What follows belongs to an exercise in optimizing a design on an open flow for small area; a production flow would make more cautious choices. Where RTL was checked, it was by simulation tests only, not by an equivalence proof against the original. Power is estimated from default activity; no workload was simulated.

==> 02-19 <==
Design alu_top, start of the top module:
module alu_top(clk, a, b, s, result, zero);
input clk;
input [15:0] a, b;
input [3:0] s;
output reg [15:0] result;
output reg zero;
reg [15:0] a_q, b_q;
reg [3:0] s_q;
wire [15:0] alu_result;
wire alu_zero;
always @(posedge clk) begin
    a_q <= a;
    b_q <= b;
    s_q <= s;
    result <= alu_result;
    zero <= alu_zero;
end
alu u_alu(.a(a_q), .b(b_q), .s(s_q), .result(alu_result), .zero_detection(alu_zero));
endmodule
Settings: LEC_CHECK=0, CAP_MARGIN=5, CORE_MARGIN=2, CORE_UTILIZATION=65, GPL_TIMING_DRIVEN=0, PLACE_DENSITY=0.75, SLEW_MARGIN=5, SYNTH_HIERARCHICAL=1, SYNTH_MINIMUM_KEEP_SIZE=0; clock period 8.0 ns.
standard.sh (not shown) runs the stock make flow with config.mk's settings and CLKGATE_MAP_FILE= SYNTH_SCRIPT=/design/flow/synth_recipe.tcl, a recipe that flattens the netlist after the stock synthesis.
==> flow/flow/run.sh <==
#!/bin/bash
# The standard layout (standard.sh: the standard synthesis, then ORFS to
# finish) with three ORFS options: the smallest buffer, sky130_fd_sc_hd__buf_1,
# on every port; the buffers Yosys/ABC put in removed before placement (ORFS
# re-buffers where slew, capacitance or timing need it); ABC sizing its gates
# for a light load (ABC_LOAD_IN_FF=1), so they start small; and ORFS's power
# recovery (downsizing gates off the critical paths) after global routing.
# Clock tree synthesis runs with ORFS's default arguments plus
# -dont_use_dummy_load, so it adds no load cells that drive nothing.
set -euo pipefail
bash standard.sh "BUFFER_PORTS_ARGS=-buffer_cell sky130_fd_sc_hd__buf_1" REMOVE_ABC_BUFFERS=1 RECOVER_POWER=100 ABC_LOAD_IN_FF=1 "CTS_ARGS=-sink_clustering_enable -repair_clock_nets -dont_use_dummy_load" finish > orfs_make.log 2>&1
==> inputs of 01-08, as changes to 02-19 <==
--- a/flow/design.v
+++ b/flow/design.v
@@ -257,57 +257,31 @@
   wire c_andor = s[3] & s[2] & ~s[1];                  
   wire c_arith = s[3] & (s[2] ~^ s[1]);                
   wire c_cmp   = s[3] & ~s[2] & ~s[1];                 
   wire b_small = (b[15:4] == 12'd0);
   wire keep    = s[3] ? (s[2] | s[1] & b_small) : (s[2:0] == 3'b001);
   wire [15:0] a_rev = {a[0], a[1], a[2], a[3], a[4], a[5], a[6], a[7],
                        a[8], a[9], a[10], a[11], a[12], a[13], a[14], a[15]};
-  wire rev;
-  alu_and3b u_rev(.a(s[1]), .b(s[0]), .cn(s[2]), .y(rev));
-  wire [15:0] xn;
-  genvar gi, gj;
-  generate
-    for (gi = 0; gi < 16; gi = gi + 1) begin : g_x
-      alu_mux2i u_x(.a(a[gi]), .b(a_rev[gi]), .s(rev), .y(xn[gi]));
-    end
-  endgenerate
-  wire ysel_b = ~s[3];
-  wire [3:0] dlo = {4{s[3] & ~s[2] & s[1]}} & (4'd1 << b[1:0]);
-  wire [3:0] dhi = 4'd1 << b[3:2];
-  wire y_one = s[3] & (s[2] ~^ s[1]);
-  wire [15:0] yn;
-  alu_aoi221 u_y0(.a1(ysel_b), .a2(b[0]), .b1(dlo[0]), .b2(dhi[0]), .c(y_one), .y(yn[0]));
-  generate
-    for (gi = 1; gi < 16; gi = gi + 1) begin : g_y
-      alu_aoi22 u_y(.a1(ysel_b), .a2(b[gi]), .b1(dlo[gi%4]), .b2(dhi[gi/4]), .y(yn[gi]));
-    end
-  endgenerate
-  wire inv = ~s[2] | (s[1] & ~s[0]);
-  wire k_e = c_arith | (c_andor & ~s[0]);
-  wire [15:0] en;
-  generate
-    for (gi = 0; gi < 16; gi = gi + 1) begin : g_e
-      wire ea_n, eb_n;
-      alu_nand2 u_ea(.a(a[gi]), .b(c_andor), .y(ea_n));
-      alu_xnor u_eb(.a(b[gi]), .b(inv), .y(eb_n));
-      alu_maj3 u_e(.a(ea_n), .b(eb_n), .c(~k_e), .y(en[gi]));
-    end
-  endgenerate
-  wire [15:0] e = ~en;
+  wire [15:0] x = (s[1] & s[0] & ~s[2]) ? a_rev : a;
+  wire [15:0] onehot = 16'd1 << b[3:0];
+  wire [15:0] y = ~s[3] ? b : (s[1] & ~s[2]) ? onehot : {15'd0, ~(s[2] & ~s[1])};
+  wire inv = ~(s[0] & s[1] & s[2]);
+  wire [15:0] e = ({16{c_arith}} & (b ^ {16{inv}})) |
+                  ({16{c_andor}} & (s[0] ? (a & b) : (a | b)));
   wire cin = c_arith & ~s[0];
   wire t15 = c_cmp & s[0];
   wire [255:0] pp;
+  genvar gi, gj;
   generate
     for (gi = 0; gi < 16; gi = gi + 1) begin : g_pp_i
-      for (gj = 0; gj < 16 - gi; gj = gj + 1) begin : g_pp_j
-        if (gj == 1) begin : g_e
-          alu_oai21 u_pp(.a1(xn[gi]), .a2(yn[gj]), .b(en[gi+1]), .y(pp[gi*16+gj]));
-        end else begin : g_p
-          alu_nor2 u_pp(.a(xn[gi]), .b(yn[gj]), .y(pp[gi*16+gj]));
-        end
+      for (gj = 0; gj < 16; gj = gj + 1) begin : g_pp_j
+        if (gj == 1)
+          assign pp[gi*16+gj] = (x[gi] & y[gj]) | e[gi+1];
+        else
+          assign pp[gi*16+gj] = x[gi] & y[gj];
       end
     end
   endgenerate
   wire fs0, fc1;
   alu_fa u_fs0(.a(cin), .b(e[0]), .c(pp[0]), .s(fs0), .co(fc1));
   wire fs2, fc3;
   alu_fa u_fs2(.a(pp[16]), .b(pp[1]), .c(fc1), .s(fs2), .co(fc3));
@@ -588,39 +562,30 @@
   alu_nand2 u_in241(.a(ia240), .b(fc91), .y(in241));
   alu_xnor u_ix242(.a(fs200), .b(in241), .y(ix242));
   wire ia243;
   alu_and2 u_ia243(.a(ia240), .b(fs200), .y(ia243));
   wire in244, ix245;
   alu_nand2 u_in244(.a(ia243), .b(fc91), .y(in244));
   alu_xnor u_ix245(.a(xs230), .b(in244), .y(ix245));
-  wire ina246;
-  alu_nand2 u_ina246(.a(ia243), .b(xs230), .y(ina246));
   wire [15:0] p = {ix245, ix242, ix239, ix236, ix233, ix231, fs90, fs72, fs56, fs42, fs30, fs20, fs12, fs6, fs2, fs0};
-  wire blk_or = fs108 | fs128 | fs150 | fs174 | fs200 | xs230;
-  wire blk_nand = ina246;
-  wire late = fc91;
   wire top_ne = a[15] ^ b[15];
   wire cmp_top = a[15] ^ ~s[0];
   wire keep_p = keep & ~c_cmp;
   wire sel_p = keep_p & ~c_shr;
   wire sel_r = keep_p & c_shr;
   wire sel_c = c_cmp & ~top_ne;                        
   wire one_c = c_cmp & top_ne & cmp_top;               
   alu_ao221 u_r0(.a1(p[0]), .a2(sel_p), .b1(p[15]), .b2(sel_r | sel_c), .c(one_c), .y(result[0]));
   generate
     for (gi = 1; gi < 16; gi = gi + 1) begin : g_r
       alu_ao22 u_r(.a1(p[gi]), .a2(sel_p), .b1(p[15-gi]), .b2(sel_r), .y(result[gi]));
     end
   endgenerate
-  wire hi_or;
-  alu_mux2 u_hi(.a(blk_or), .b(blk_nand), .s(late), .y(hi_or));
-  wire hi_or9;
-  alu_or2 u_hi9(.a(hi_or), .b(p[9]), .y(hi_or9));
-  wire lo_or = keep_p & (p[8:0] != 9'd0) | one_c;
-  alu_aoi221 u_z(.a1(keep_p), .a2(hi_or9), .b1(sel_c), .b2(p[15]), .c(lo_or), .y(zero_detection));
+  wire any_lo = keep_p & (p[13:0] != 14'd0);
+  alu_aoi221 u_z(.a1(p[15]), .a2(keep_p | sel_c), .b1(p[14]), .b2(keep_p), .c(any_lo | one_c), .y(zero_detection));
 endmodule
 module alu_fa(a, b, c, s, co);
   input a, b, c;
   output s, co;
   assign s = a ^ b ^ c;
   assign co = (a & b) | (a & c) | (b & c);
 endmodule
@@ -646,54 +611,14 @@
   assign y = ~(a & b);
 endmodule
 module alu_and2(a, b, y);
   input a, b;
   output y;
   assign y = a & b;
 endmodule
-module alu_nor2(a, b, y);
-  input a, b;
-  output y;
-  assign y = ~(a | b);
-endmodule
-module alu_oai21(a1, a2, b, y);
-  input a1, a2, b;
-  output y;
-  assign y = ~((a1 | a2) & b);
-endmodule
-module alu_aoi22(a1, a2, b1, b2, y);
-  input a1, a2, b1, b2;
-  output y;
-  assign y = ~((a1 & a2) | (b1 & b2));
-endmodule
-module alu_maj3(a, b, c, y);
-  input a, b, c;
-  output y;
-  assign y = (a & b) | (a & c) | (b & c);
-endmodule
-module alu_or2(a, b, y);
-  input a, b;
-  output y;
-  assign y = a | b;
-endmodule
-module alu_mux2(a, b, s, y);
-  input a, b, s;
-  output y;
-  assign y = s ? b : a;
-endmodule
-module alu_mux2i(a, b, s, y);
-  input a, b, s;
-  output y;
-  assign y = ~(s ? b : a);
-endmodule
-module alu_and3b(a, b, cn, y);
-  input a, b, cn;
-  output y;
-  assign y = a & b & ~cn;
-endmodule
 module alu_ao22(a1, a2, b1, b2, y);
   input a1, a2, b1, b2;
   output y;
   assign y = (a1 & a2) | (b1 & b2);
 endmodule
 module alu_ao221(a1, a2, b1, b2, c, y);
   input a1, a2, b1, b2, c;
==> flow/flow/run.sh (replaced) <==
#!/bin/bash
# The standard layout (standard.sh: the standard synthesis, then ORFS to
# finish), with the smallest buffer, sky130_fd_sc_hd__buf_1, on every port.
set -euo pipefail
bash standard.sh "BUFFER_PORTS_ARGS=-buffer_cell sky130_fd_sc_hd__buf_1" finish > orfs_make.log 2>&1
Settings changed: CAP_MARGIN 5 to 20, SLEW_MARGIN 5 to 20.
==> inputs of 08-10, as changes to 02-19 <==
--- a/flow/design.v
+++ b/flow/design.v
@@ -266,48 +266,30 @@
   wire [15:0] xn;
   genvar gi, gj;
   generate
     for (gi = 0; gi < 16; gi = gi + 1) begin : g_x
       alu_mux2i u_x(.a(a[gi]), .b(a_rev[gi]), .s(rev), .y(xn[gi]));
     end
   endgenerate
-  wire ysel_b = ~s[3];
-  wire [3:0] dlo = {4{s[3] & ~s[2] & s[1]}} & (4'd1 << b[1:0]);
-  wire [3:0] dhi = 4'd1 << b[3:2];
-  wire y_one = s[3] & (s[2] ~^ s[1]);
-  wire [15:0] yn;
-  alu_aoi221 u_y0(.a1(ysel_b), .a2(b[0]), .b1(dlo[0]), .b2(dhi[0]), .c(y_one), .y(yn[0]));
-  generate
-    for (gi = 1; gi < 16; gi = gi + 1) begin : g_y
-      alu_aoi22 u_y(.a1(ysel_b), .a2(b[gi]), .b1(dlo[gi%4]), .b2(dhi[gi/4]), .y(yn[gi]));
-    end
-  endgenerate
-  wire inv = ~s[2] | (s[1] & ~s[0]);
-  wire k_e = c_arith | (c_andor & ~s[0]);
-  wire [15:0] en;
-  generate
-    for (gi = 0; gi < 16; gi = gi + 1) begin : g_e
-      wire ea_n, eb_n;
-      alu_nand2 u_ea(.a(a[gi]), .b(c_andor), .y(ea_n));
-      alu_xnor u_eb(.a(b[gi]), .b(inv), .y(eb_n));
-      alu_maj3 u_e(.a(ea_n), .b(eb_n), .c(~k_e), .y(en[gi]));
-    end
-  endgenerate
-  wire [15:0] e = ~en;
+  wire [15:0] x = ~xn;
+  wire [15:0] onehot = 16'd1 << b[3:0];
+  wire [15:0] y = ~s[3] ? b : (s[1] & ~s[2]) ? onehot : {15'd0, ~(s[2] & ~s[1])};
+  wire inv = ~(s[0] & s[1] & s[2]);
+  wire [15:0] e = ({16{c_arith}} & (b ^ {16{inv}})) |
+                  ({16{c_andor}} & (s[0] ? (a & b) : (a | b)));
   wire cin = c_arith & ~s[0];
   wire t15 = c_cmp & s[0];
   wire [255:0] pp;
   generate
     for (gi = 0; gi < 16; gi = gi + 1) begin : g_pp_i
-      for (gj = 0; gj < 16 - gi; gj = gj + 1) begin : g_pp_j
-        if (gj == 1) begin : g_e
-          alu_oai21 u_pp(.a1(xn[gi]), .a2(yn[gj]), .b(en[gi+1]), .y(pp[gi*16+gj]));
-        end else begin : g_p
-          alu_nor2 u_pp(.a(xn[gi]), .b(yn[gj]), .y(pp[gi*16+gj]));
-        end
+      for (gj = 0; gj < 16; gj = gj + 1) begin : g_pp_j
+        if (gj == 1)
+          assign pp[gi*16+gj] = (x[gi] & y[gj]) | e[gi+1];
+        else
+          assign pp[gi*16+gj] = x[gi] & y[gj];
       end
     end
   endgenerate
   wire fs0, fc1;
   alu_fa u_fs0(.a(cin), .b(e[0]), .c(pp[0]), .s(fs0), .co(fc1));
   wire fs2, fc3;
   alu_fa u_fs2(.a(pp[16]), .b(pp[1]), .c(fc1), .s(fs2), .co(fc3));
@@ -609,18 +591,16 @@
   generate
     for (gi = 1; gi < 16; gi = gi + 1) begin : g_r
       alu_ao22 u_r(.a1(p[gi]), .a2(sel_p), .b1(p[15-gi]), .b2(sel_r), .y(result[gi]));
     end
   endgenerate
   wire hi_or;
   alu_mux2 u_hi(.a(blk_or), .b(blk_nand), .s(late), .y(hi_or));
-  wire hi_or9;
-  alu_or2 u_hi9(.a(hi_or), .b(p[9]), .y(hi_or9));
-  wire lo_or = keep_p & (p[8:0] != 9'd0) | one_c;
-  alu_aoi221 u_z(.a1(keep_p), .a2(hi_or9), .b1(sel_c), .b2(p[15]), .c(lo_or), .y(zero_detection));
+  wire lo_or = keep_p & (p[9:0] != 10'd0) | one_c;
+  alu_aoi221 u_z(.a1(keep_p), .a2(hi_or), .b1(sel_c), .b2(p[15]), .c(lo_or), .y(zero_detection));
 endmodule
 module alu_fa(a, b, c, s, co);
   input a, b, c;
   output s, co;
   assign s = a ^ b ^ c;
   assign co = (a & b) | (a & c) | (b & c);
 endmodule
@@ -646,39 +626,14 @@
   assign y = ~(a & b);
 endmodule
 module alu_and2(a, b, y);
   input a, b;
   output y;
   assign y = a & b;
 endmodule
-module alu_nor2(a, b, y);
-  input a, b;
-  output y;
-  assign y = ~(a | b);
-endmodule
-module alu_oai21(a1, a2, b, y);
-  input a1, a2, b;
-  output y;
-  assign y = ~((a1 | a2) & b);
-endmodule
-module alu_aoi22(a1, a2, b1, b2, y);
-  input a1, a2, b1, b2;
-  output y;
-  assign y = ~((a1 & a2) | (b1 & b2));
-endmodule
-module alu_maj3(a, b, c, y);
-  input a, b, c;
-  output y;
-  assign y = (a & b) | (a & c) | (b & c);
-endmodule
-module alu_or2(a, b, y);
-  input a, b;
-  output y;
-  assign y = a | b;
-endmodule
 module alu_mux2(a, b, s, y);
   input a, b, s;
   output y;
   assign y = s ? b : a;
 endmodule
 module alu_mux2i(a, b, s, y);
   input a, b, s;
==> flow/flow/run.sh (replaced) <==
#!/bin/bash
# The standard layout (standard.sh: the standard synthesis, then ORFS to
# finish) with three ORFS options: the smallest buffer, sky130_fd_sc_hd__buf_1,
# on every port; the buffers Yosys/ABC put in removed before placement (ORFS
# re-buffers where slew, capacitance or timing need it); and ORFS's power
# recovery (downsizing gates off the critical paths) after global routing.
set -euo pipefail
bash standard.sh "BUFFER_PORTS_ARGS=-buffer_cell sky130_fd_sc_hd__buf_1" REMOVE_ABC_BUFFERS=1 RECOVER_POWER=100 finish > orfs_make.log 2>&1
Settings changed: CAP_MARGIN 5 to 20, SLEW_MARGIN 5 to 20.
==> impl_results.md <==
* Fin Hold WS at 840 ps
* CP peak stage delay at 490 ps
* Met3 usage at 6.96%
* Hold endpoint: result[0]
* RePlAce Congestion at 1.01
* Commonest cells in the netlist: nor2_1, fa_1, dfxtp_1
* PwrDens at 264 nW/µm²
* Outcome: complete, no violations
* Global-route usage over all layers at 33.3%
* Well Taps at 105
* R2R depth at 24
* Cell-internal power at 0.805 mW
* Met1 Track Usage GR at 42.4%
* Total power at 1.53 mW
* Proportion of synthesized area in mux cells at 4.74%
* Detailed Place HPWL at 11000 µm
* Post-Syn Instances at 514
* Clock power share at 10.6%
* Largest net degree at the start of global routing at 19
* Bufs and invs on worst path at 2
* Number of global-route vias before repair at 4346
* Nets at 716
-- figures above: 01-08

==> impl_results.md <==
* Outcome: complete, no violations
* Met3 usage at 4.35%
* Bufs and invs on worst path at 0
* Nets at 700
* Fin Hold WS at 844 ps
* Post-Syn Instances at 521
* Hold endpoint: result[14]
* Commonest cells in the netlist: nor2_1, fa_1, dfxtp_1
* Number of global-route vias before repair at 4281
* Met1 Track Usage GR at 40.5%
* Total power at 1.52 mW
* Detailed Place HPWL at 10400 µm
* Clock power share at 10.3%
* R2R depth at 16
* RePlAce Congestion at 0.918
* Global-route usage over all layers at 31.6%
* CP peak stage delay at 1030 ps
* Cell-internal power at 0.793 mW
* PwrDens at 265 nW/µm²
* Proportion of synthesized area in mux cells at 3.65%
-- figures above: 08-10

==> impl_results.md <==
* Met1 Track Usage GR at 40.1%
* CP peak stage delay at 1030 ps
* Top Consumer: combinational cells
* RePlAce Congestion at 0.913
* Hold endpoint: zero
* Bufs and invs on worst path at 0
* Well Taps at 102
* Global-route usage over all layers at 32.0%
* Proportion of synthesized area in mux cells at 3.61%
* Largest net degree at the start of global routing at 19
* R2R depth at 21
* Cell-internal power at 0.773 mW
* Fin Hold WS at 795 ps
* Clock power share at 9.6%
* Commonest cells in the netlist: nor2_1, fa_1, dfxtp_1
* Number of global-route vias before repair at 4229
* Outcome: complete, no violations
* PwrDens at 268 nW/µm²
* CP endpoint kind: flop
* Initial core utilization at 66.1%
* Nets at 688
-- figures above: 02-19

No functional check of the RTL was part of 08-10.

==> separate check: timing with driven ports <==
In the flow no input, the clock included, has a driving cell. The finished layouts below were timed again as built, in two steps. Step 1 assumes that a clkbuf_16 drives the clock port and a buf_2 every other input. Step 2 adds t to the input delays and takes it off the output delays; t is the mean of the earliest and latest rising clock arrival at the registers after step 1. Input paths then give back, and output paths get back, about the clock's delay inside the block. a / b / c = ideal ports / drivers / drivers and shift; a / b = the first two.
| run | shift t [ns] | setup WS [ns] | worst hold slack (ns) | worst register clock-pin slew, ns | pins driven straight from the clock port |
|---|---|---|---|---|---|
| 02-19 | 0.328 | 0.305 / 0.305 / 0.305 | 0.795 / 0.795 / 0.795 | 0.10 / 0.10 | 1 |
| 01-08 | 0.349 | 0.566 / 0.566 / 0.566 | 0.840 / 0.840 / 0.840 | 0.12 / 0.12 | 1 |
| 08-10 | 0.346 | 0.241 / 0.241 / 0.241 | 0.844 / 0.844 / 0.844 | 0.10 / 0.10 | 1 |
After both steps every run listed still meets setup and hold.
